From an optimization exercise on the open Yosys and OpenROAD flow, aimed at small area, a short achievable clock period and few clock cycles; shortcuts taken in it are not production practice. Only simulation tests tie the RTL to the original design; equivalence was not proved. Power and IR drop assume default switching activity.

### config.mk
export PLATFORM = sky130hd
export DESIGN_NAME = l1_dcache
export DESIGN_NICKNAME = l1_dcache
export VERILOG_FILES = /design/flow/design.v
export SDC_FILE = /design/flow/constraint.sdc
export NUM_CORES = 4
export LEC_CHECK = 0
export CAP_MARGIN = 20
export CORE_MARGIN = 2
export CORE_UTILIZATION = 40
export SLEW_MARGIN = 20
### constraint.sdc
create_clock -name core_clock -period 8.0 [get_ports {clock}]
set_input_delay 1.6000 -clock core_clock [delete_from_list [all_inputs] [get_ports {clock}]]
set_output_delay 1.6000 -clock core_clock [all_outputs]
set_load 0.01 [all_outputs]
### design.v
module Dcache_SRAM(clk, rst, ren, wen, memWen, bytesAccess, blockAddr, dataIn, hit, dirtyBit, dataOut, evictTag);
    input clk, rst;
    input ren, wen, memWen;
    input [((4)*(4))-1:0] bytesAccess;
    input [($clog2((64)))-1:0] blockAddr;
    input [(((4)*(4))*8)-1:0] dataIn;
    output wire hit;
    output reg dirtyBit;
    output reg [(((4)*(4))*8)-1:0] dataOut;
    output reg [(($clog2(((64)*((4)*(4)))))-($clog2(((8)/(2))))-($clog2(((4)*(4)))))-1:0] evictTag;  
    reg [(2)-1:0]   valid_col  [((8)/(2))-1:0];
    reg [(2)-1:0]   dirty_col  [((8)/(2))-1:0];
    reg [(2)-1:0]   status_col [((8)/(2))-1:0]; 
    reg [(($clog2(((64)*((4)*(4)))))-($clog2(((8)/(2))))-($clog2(((4)*(4)))))-1:0]        tag_col    [((8)/(2))-1:0][(2)-1:0];
    reg [(((4)*(4))*8)-1:0] data_col   [((8)/(2))-1:0][(2)-1:0];
    wire [($clog2(((8)/(2))))-1:0] index;
    wire [(($clog2(((64)*((4)*(4)))))-($clog2(((8)/(2))))-($clog2(((4)*(4)))))-1:0] tag;
    assign index = blockAddr[($clog2(((8)/(2))))-1:0];
    assign tag   = blockAddr[(($clog2(((64)*((4)*(4)))))-($clog2(((8)/(2))))-($clog2(((4)*(4)))))+($clog2(((8)/(2))))-1:($clog2(((8)/(2))))];
    integer i, j;
    integer c;  
    reg [(2)-1:0] hitReg;
    reg [(2)-1:0] blockToEvict;
    reg [(2)-1:0] mask;
    always @(*) begin
        c = 0;
        dirtyBit = 1'b0;
        evictTag = {(($clog2(((64)*((4)*(4)))))-($clog2(((8)/(2))))-($clog2(((4)*(4))))){1'b0}};
        mask = {(2){1'b0}};
        dataOut = {(((4)*(4))*8){1'b0}};
        hitReg = {(2){1'b0}};
        blockToEvict = {(2){1'b0}};
        if(rst && (ren || wen || memWen)) begin
            for(c=0; c<(2); c=c+1) begin
                hitReg[c] = (tag_col[index][c] == tag) && (valid_col[index][c] == 1'b1);
                if((&valid_col[index])==1'b0) begin
                    mask = {(2){1'b1}} >> ((2)-(c+1));
                    blockToEvict[c] = ((valid_col[index] & mask) == (2**c)-1);
                end else begin
                    mask = {(2){1'b1}} >> ((2)-(c+1));
                    blockToEvict[c] = ((status_col[index] & mask) == (2**c)-1);
                end
            end
            if(|hitReg) begin
                for(c=0; c<(2); c=c+1) begin
                    if(hitReg[c]) begin
                        dataOut = data_col[index][c];
                        dirtyBit = dirty_col[index][c];
                    end
                end
            end
            else begin
                for(c=0; c<(2); c=c+1) begin
                    if(blockToEvict[c]) begin
                        dataOut = data_col[index][c];
                        dirtyBit = dirty_col[index][c];
                        evictTag = tag_col[index][c];
                    end
                end
            end
        end
    end
    assign hit = |hitReg;   
    wire [(2)-1:0] statusFullOne;
    assign statusFullOne = (~status_col[index]) & (~status_col[index]-1);
    always @(posedge clk or negedge rst) begin
        if(!rst) begin
            for(i=0; i<((8)/(2)); i=i+1) begin
                valid_col [i] <= {(2){1'b0}}; 
                status_col[i] <= {(2){1'b0}};  
                dirty_col [i] <= {(2){1'b0}};  
                for(j=0; j<(2); j=j+1) begin
                   tag_col [i][j] <= {(($clog2(((64)*((4)*(4)))))-($clog2(((8)/(2))))-($clog2(((4)*(4))))){1'b0}};  
                   data_col[i][j] <= {(((4)*(4))*8){1'b0}};
                end
            end
        end else begin
            if(ren) begin
                for(i=0; i<(2); i=i+1) begin
                    if(hitReg[i]) begin
                        status_col[index][i]  <= 1'b1; 
                        if(statusFullOne == {(2){1'b0}}) begin
                            for(j=0; j<(2); j=j+1) begin
                                if(j != i) begin
                                    status_col[index][j] <= 1'b0;
                                end
                            end
                        end
                    end
                end
            end else if(wen) begin  
                for(i=0; i<(2); i=i+1) begin
                    if(hitReg[i]) begin
                        dirty_col [index][i]  <= 1'b1;  
                        status_col[index][i]  <= 1'b1; 
                        if(statusFullOne == {(2){1'b0}}) begin
                            for(j=0; j<(2); j=j+1) begin
                                if(j != i) begin
                                    status_col[index][j] <= 1'b0;
                                end
                            end
                        end
                        for(j=0; j<((4)*(4)); j=j+1) begin
                            if(bytesAccess[j]) begin
                                data_col[index][i][(j*8)+:8] <= dataIn[(j*8)+:8];  
                            end
                        end
                    end
                end 
            end else if(memWen) begin 
                for(i=0; i<(2); i=i+1) begin
                    if(blockToEvict[i]) begin
                        valid_col [index][i] <= 1'b1; 
                        status_col[index][i] <= 1'b1;
                        dirty_col [index][i] <= 1'b0;
                        tag_col   [index][i] <= tag; 
                        data_col  [index][i] <= dataIn;
                        if(statusFullOne == {(2){1'b0}}) begin
                            for(j=0; j<(2); j=j+1) begin
                                if(j != i) begin
                                    status_col[index][j] <= 1'b0;
                                end
                            end
                        end
                    end
                end
            end  
        end
    end  
endmodule
module dcache_controller(input clock,
                         input reset,
                         input ren, wen,
                         input [(($clog2(((64)*((4)*(4)))))-1):0] addr,
                         input [((4)-1):0] byteSelectVector,
                         input [(((4)*8)-1):0] din,
                         input cacheHit,
                         input cacheDirtyBit,
                         input [((($clog2(((64)*((4)*(4)))))-($clog2(((8)/(2))))-($clog2(((4)*(4)))))-1):0] cacheEvictTag,
                         input [((((4)*(4))*8)-1):0] cacheDout,
                         input memReadReady, memWriteDone,
                         input [((((4)*(4))*8)-1):0] memDout,
                         output reg stall,
                         output [(((4)*8)-1):0] dout,
                         output [(($clog2((64)))-1):0] BlockAddr,
                         output cacheRen, cacheWen,
                         output reg cacheMemWen,
                         output reg [(((4)*(4))-1):0] cacheBytesAccess,
                         output reg [((((4)*(4))*8)-1):0] cacheDin,
                         output reg memRen, memWen,
                         output [(($clog2((64)))-1):0] memBlockAddr,
                         output [((((4)*(4))*8)-1):0] memDin);
    wire pipeline_req;
    reg replace;
    wire [(($clog2(((4)*(4))))-1):0] blockOffset;
    assign pipeline_req = (ren && ~wen) || (wen && ~ren);
    assign BlockAddr = addr[(($clog2(((64)*((4)*(4)))))-1):($clog2(((4)*(4))))];
    assign blockOffset = addr[($clog2(((4)*(4))))-1:0];
    assign memBlockAddr = memWen ? {cacheEvictTag, BlockAddr[(($clog2(((8)/(2))))-1):0]} : BlockAddr;
    assign cacheRen = reset && ren && ~wen && ~cacheMemWen;
    assign dout = reset ? (cacheDout[(blockOffset[(($clog2(((4)*(4))))-1):($clog2((4)))])*((4)*8) +:((4)*8)]) : {((4)*8){1'b0}}; 
    assign cacheWen = reset && wen && ~ren && ~cacheMemWen;
    always @(*) begin
        if(~reset) begin
            cacheBytesAccess = {(((4)*(4))){1'b0}};
        end else begin
            cacheBytesAccess = {(((4)*(4))){1'b0}};
            cacheBytesAccess[blockOffset[(($clog2(((4)*(4))))-1):($clog2((4)))] * (4) +: (4)] = byteSelectVector;
        end
    end
    always @(*) begin
        if(~reset) begin
            cacheDin = {((((4)*(4))*8)){1'b0}};
        end else begin
            if (cacheMemWen) begin
                cacheDin = memDout;
            end else if(replace) begin
                cacheDin = {((((4)*(4))*8)){1'b0}};
                cacheDin[blockOffset[(($clog2(((4)*(4))))-1):($clog2((4)))] * ((4)*8) +: ((4)*8)] = din;
            end else begin
                cacheDin = {((((4)*(4))*8)){1'b0}};
                cacheDin[blockOffset[(($clog2(((4)*(4))))-1):($clog2((4)))] * ((4)*8) +: ((4)*8)] = din;
            end
        end
    end
    assign memDin = cacheDout;
    parameter IDLE              = 3'b000,
              WRITEBACK         = 3'b001,
              MEMREAD           = 3'b010,
              MEMCACHE          = 3'b011,
              WRITEBACK_REPLACE = 3'b100;
    reg [2:0] state, next_state;
    always @(posedge clock or negedge reset)
    begin
    	if (reset == 1'b0) begin
            state <= IDLE;
    	end
    	else begin
            state <= next_state;
        end
    end
    always @(*)
    begin
    	case (state)
    	    IDLE: begin
    	    	if(pipeline_req && !cacheHit) begin
                    if(cacheDirtyBit == 1'b1) begin
                        next_state = WRITEBACK;
                    end else begin
                        next_state = MEMREAD;
                    end
                end
                else begin 
                    next_state = IDLE;
                end 
    	    end
            WRITEBACK: begin
                if(memWriteDone==1) begin
                    next_state = MEMREAD;
                end
                else begin
                    next_state = WRITEBACK;
                end
    	    end 
    	    MEMREAD: begin
                if(memReadReady==1) begin
                    next_state = MEMCACHE;
                end
                else begin
                    next_state = MEMREAD;
                end
    	    end
    	    MEMCACHE: begin
                 if(wen && ~ren) begin
                    next_state = WRITEBACK_REPLACE;
                end
                else begin
                    next_state = IDLE;
                end
    	    end
            WRITEBACK_REPLACE: begin
                next_state = IDLE;
            end
            default: next_state = IDLE;
        endcase
    end
    always @(*)
    begin
        stall = 1'b0;
        cacheMemWen = 1'b0;
        memRen = 1'b0;
        memWen = 1'b0;
        replace = 1'b0;
    	case (state)
            IDLE: begin
                stall = pipeline_req && !cacheHit;  
                cacheMemWen = 1'b0;
                memRen = 1'b0;
                memWen = 1'b0;
                replace = 1'b0;
            end
            WRITEBACK: begin
                stall = 1'b1;
                memWen = 1'b1;
            end
            MEMREAD: begin
                stall = 1'b1;
                memRen = 1'b1;
            end
            MEMCACHE: begin
                stall = 1'b1;
                cacheMemWen = 1'b1;
            end
            WRITEBACK_REPLACE: begin
                stall = 1'b1;
                replace = 1'b1;
            end
        endcase
    end               
endmodule
module l1_dcache(input clock,
                 input reset,
                 input ren,
                 input wen,
                 input [(($clog2(((64)*((4)*(4)))))-1):0] addr,
                 input [((4)-1):0] byteSelectVector,
                 input [(((4)*8)-1):0] din,
                 output stall,
                 output [(((4)*8)-1):0] dout,
                 output memRen,
                 output memWen,
                 output [(($clog2((64)))-1):0] memBlockAddr,
                 output [((((4)*(4))*8)-1):0] memDin,
                 input memReadReady,
                 input memWriteDone,
                 input [((((4)*(4))*8)-1):0] memDout);
wire dcacheRen, dcacheWen, dcacheMemWen, dcacheHit, dcacheDirtyBit;
wire [(((4)*(4))*8)-1:0] dcacheDin, dcacheDout;
wire [((4)*(4))-1:0] bytesAccess;
wire [($clog2((64)))-1:0] dblockAddr;
wire [(($clog2(((64)*((4)*(4)))))-($clog2(((8)/(2))))-($clog2(((4)*(4)))))-1:0] dcacheEvictTag;
dcache_controller Dcntr(.clock(clock),
                        .reset(reset),
                        .ren(ren),
                        .wen(wen),
                        .addr(addr),
                        .byteSelectVector(byteSelectVector),
                        .din(din),
                        .cacheHit(dcacheHit),
                        .cacheDirtyBit(dcacheDirtyBit),
                        .cacheEvictTag(dcacheEvictTag),
                        .cacheDout(dcacheDout),
                        .memReadReady(memReadReady),
                        .memWriteDone(memWriteDone),
                        .memDout(memDout),
                        .stall(stall),
                        .dout(dout),
                        .BlockAddr(dblockAddr),
                        .cacheRen(dcacheRen),
                        .cacheWen(dcacheWen),
                        .cacheMemWen(dcacheMemWen),
                        .cacheBytesAccess(bytesAccess),
                        .cacheDin(dcacheDin),
                        .memRen(memRen),
                        .memWen(memWen),
                        .memBlockAddr(memBlockAddr),
                        .memDin(memDin));
Dcache_SRAM Dcache(.clk(clock),
                   .rst(reset),
                   .ren(dcacheRen),
                   .wen(dcacheWen),
                   .memWen(dcacheMemWen),
                   .bytesAccess(bytesAccess),
                   .blockAddr(dblockAddr),
                   .dataIn(dcacheDin),
                   .hit(dcacheHit),
                   .dirtyBit(dcacheDirtyBit),
                   .dataOut(dcacheDout),
                   .evictTag(dcacheEvictTag));
endmodule
### run.sh
#!/bin/bash
# synth_recipe.tcl (not shown) runs the flow's synth.tcl, then flattens the netlist and writes it again
# the make line also repeats each setting of config.mk as NAME=value (left out here)
make -C /OpenROAD-flow-scripts/flow DESIGN_CONFIG=/design/flow/config.mk WORK_HOME=/design/flow/orfs CLKGATE_MAP_FILE= SYNTH_SCRIPT=/design/flow/synth_recipe.tcl finish
==> results.yml <==
power_and_ir_drop:
  sw_frac_of_total_pct: 30.1
  vdd_drop_max_mv: 0.177
  seqPwrFrac_pct: 42.0
  power_density_nw_per_um2: 271
  combinationalPowerShare_pct: 25.8
  p_leak_nw: 29.1
  p_int_w: 0.0120
  switching_power_w: 0.00517
  p_clk_share_pct: 32.1
global_routing:
  grt_start_max_net_pins: 167
  antenna_found_initial: 24
  grt_pass1_vias: 35708
  grt_remaining_overflow: 0
  grt_first_pass_wirelength_mm: 267
  grtUsageTotal_pct: 27.1
floorplanning:
  fp.dieH_um: 370
  fp.coreArea_um2: 133000
  ios: 349
  die_area_um2: 137000
  num_rows: 134
  start_util_pct: 40.3
  die_width_um: 370
run:
  drv_cap: 0
clocking:
  cts-root-buf: "clkbuf_16"
  cts_made_buffers: 116
  cts_tree: "yes"
  hold_buffers: 0
  clock_sinks: 1083
  ctsResizeCount: 0
  cts_setup_buffers: 0
  clock_path_buffers: 3
  clock_latency_ps: 720
  ctsHtreeMaxLevel: 3
  clk_pin_slew_ps: 60
yosys:
  yosysWarnings: 7
  ys_top_cells_by_area: "dfrtp_1 50%, mux2_2 19%, mux4_2 8.6%"
  ys_types: 67
  synth_nets: 3938
  synth-seq-cells: 1083
  synthCells: 3756
  synth_area_um2: 53700
  yosys.area.top_type: "dfrtp_1"
  synth_top_area_share_pct: 50.5
  synth.avg_cell_area_um2: 14.3
  synth_edf_count: 0
  synth_seq_area_share_pct: 50.5
  async_flop_share_pct: 100
  synth_flop_cell: "dfrtp_1"
layout:
  drive_above_1_share_pct: 41.6
  fin_cells: 5965
  area_growth_pct: 17.9
  final_util_pct: 47.5
  nets: 4290
  design_area_um2: 63300
timing:
  final-setup-viol-count: 0
  min_period_over_period_pct: 93.5
  hold_violations: 0
  layout_min_cycle_time_ps: 7480
  rsz0062_at_grt: "no"
  timing.setup.tns_ps: 0
  clock_skew_ps: 29.9
  slew_headroom_pct: 21.7
  report.final.slew_viol_count: 0
  max_freq_ghz: 0.134
  worst_pin_slew_ps: 1170
placement:
  dpl_cell_area_um2: 59400
  gp_congestion: 0.883
  dp_hpwl_mm: 128
  placedCellCount: 5758
  port_buffers: 346
drt:
  avgRoutedWirePerCell_um: 31.2
  dr.pass1.iters: 5
  drt-total-wl_mm: 186
  antenna_left: 0
  drc: 0
  vias_per_cell: 5.89
  num_vias: 35114
  drtIter0Drc: 3418
worst_setup_path:
  r2r-start: "Dcntr.state[2]"
  reg2reg_to: "Dcache.data_col[5][7]"
  startpoint: "addr[4]"
  worst_r2r_path_depth: 8
  rrSetupSlack_ps: 3120
  worst_ep_required_time_ps: 6400
  critPathCapture: "dout[3]"
  path_class: "in2out"
  arrival_ps: 5880
  cp-end-kind: "output port"
  worstSetupStartpointType: "input pin"
  path_max_fanout: 46
outcome:
  status: "finished clean"
hold_path:
  hold_path.class: "reg2reg"
  worstHoldStart: "Dcache.valid_col[0][0]"
-- registers in the layout, indices dropped and copies added (netlist names), named ones only --
signal / count
Dcache.valid_col: 8
Dcntr.state: 3
Dcache.dirty_col: 8
Dcache.tag_col: 32
Dcache.data_col: 1024
Dcache.status_col: 4
-- cells by family after synthesis --
logic type      synth area share (%)
xor+xnor                       0.163
compound gates                  6.13
simple gates                    5.91
buf+inv                         2.43
fa+ha+maj                     0.0466
flops                           50.5
mux                             34.8
-- layer usage --
layer	up-vias	wire (µm)	track usage [%]
li1	14728	-	-
met1	18655	81300	39.0
met2	1397	80300	39.4
met3	306	18300	7.93
met4	28	6140	7.95
met5	-	179	0
-- through the flow --
step / worst slack (ps) / hold slack (ps) / total power (W)
4_1_cts: 644 / 469 / 0.0172
6_report: 521 / 469 / 0.0172
3_3_place_gp: 640 / 444 / 0.0116
2_1_floorplan: 2310 / 429 / 0.0100
5_1_grt: 412 / 494 / 0.0179
3_5_place_dp: 691 / 453 / 0.0117
-- power by group through the flow --
stage / Sequential (W) / Combinational (W) / Clock, W
2_1_floorplan: 0.00711 / 0.00292 / 0
3_3_place_gp: 0.00726 / 0.00435 / 0
3_5_place_dp: 0.00730 / 0.00441 / 0
4_1_cts: 0.00721 / 0.00443 / 0.00559
5_1_grt: 0.00737 / 0.00469 / 0.00583
6_report: 0.00722 / 0.00444 / 0.00551
-- Yosys cell counts, drive strengths merged (67+ instances only) --
cell type	number
mux2	1121
dfrtp	1083
mux4	204
nor2	201
nand2	191
o22ai	161
clkbuf	131
a22o	119
a21oi	104
inv	103
buf	70
mux2i	67
-- layout by cell type (no fill, tap or decap), types with 67 or more instances in the layout --
cell type / synthesis / layout
dfrtp_1: 1083 / 1083
mux2_2: 884 / 884
clkdlybuf4s50_1: 0 / 343
mux2_4: 216 / 216
mux4_2: 204 / 204
o22ai_1: 161 / 161
nand2_1: 141 / 139
nor2_1: 124 / 121
a22o_1: 119 / 119
clkbuf_16: 0 / 117
inv_1: 103 / 103
a21oi_1: 98 / 98
buf_4: 8 / 74
mux2i_1: 67 / 67
-- critical path: stages --
cell and delay (ps):
buf_8 370, mux4_2 610, xnor2_1 190, and4_1 390, o221ai_4 190, buf_12 230, o22ai_1 500, o22ai_1 140
nor3b_1 840, clkdlybuf4s50_1 700
-- worst min path at each step --
stage	end	slack, ps	cells after the start
6_report	Dcache.valid_col[0][0]	470	1
5_1_grt	Dcache.valid_col[0][0]	490	1
4_1_cts	Dcache.valid_col[3][0]	470	1
3_5_place_dp	Dcache.valid_col[3][0]	450	1
3_3_place_gp	Dcache.valid_col[2][1]	440	1
2_1_floorplan	Dcache.valid_col[2][1]	430	1
-- cell type report --
class / instances / area [µm²]
fill: 11884 / 70000
multi-input combinational: 2369 / 25400
timing repair buffer: 435 / 4310
tap: 1768 / 2210
clock inverter: 34 / 413
clock buffer: 172 / 3430
antenna: 1 / 2.50
sequential: 1083 / 27100
inverter: 103 / 387
Testbench counts, summed over its fixed seeds: cycles 77,668.

separate check: timing with driven ports:
The flow's constraints put no driver on any port. The routed layout listed below was extracted and timed again, unchanged, in two steps. Step 1: set_driving_cell puts a clkbuf_16 on clock and a buf_2 on each other input, an assumption about the parent block. Step 2 times the ports against the registers' clock, not the clock port: input delays grow and output delays shrink by t, the midpoint of the rising clock arrivals with the driver on. Three values: ideal, step 1, step 2; two values: the first two.
t (ns): 0.786
slack for setup (ns): 0.521 / 0.473 / 0.473
worst setup path after step 2: input to output
worst register clock-pin slew, ns: 0.07 / 0.07
cell pins on the clock port's net: 1
After both steps this run still meets setup and hold. The setup slack of this run moves by -0.048 ns with the drivers and by -0.048 ns with both steps.
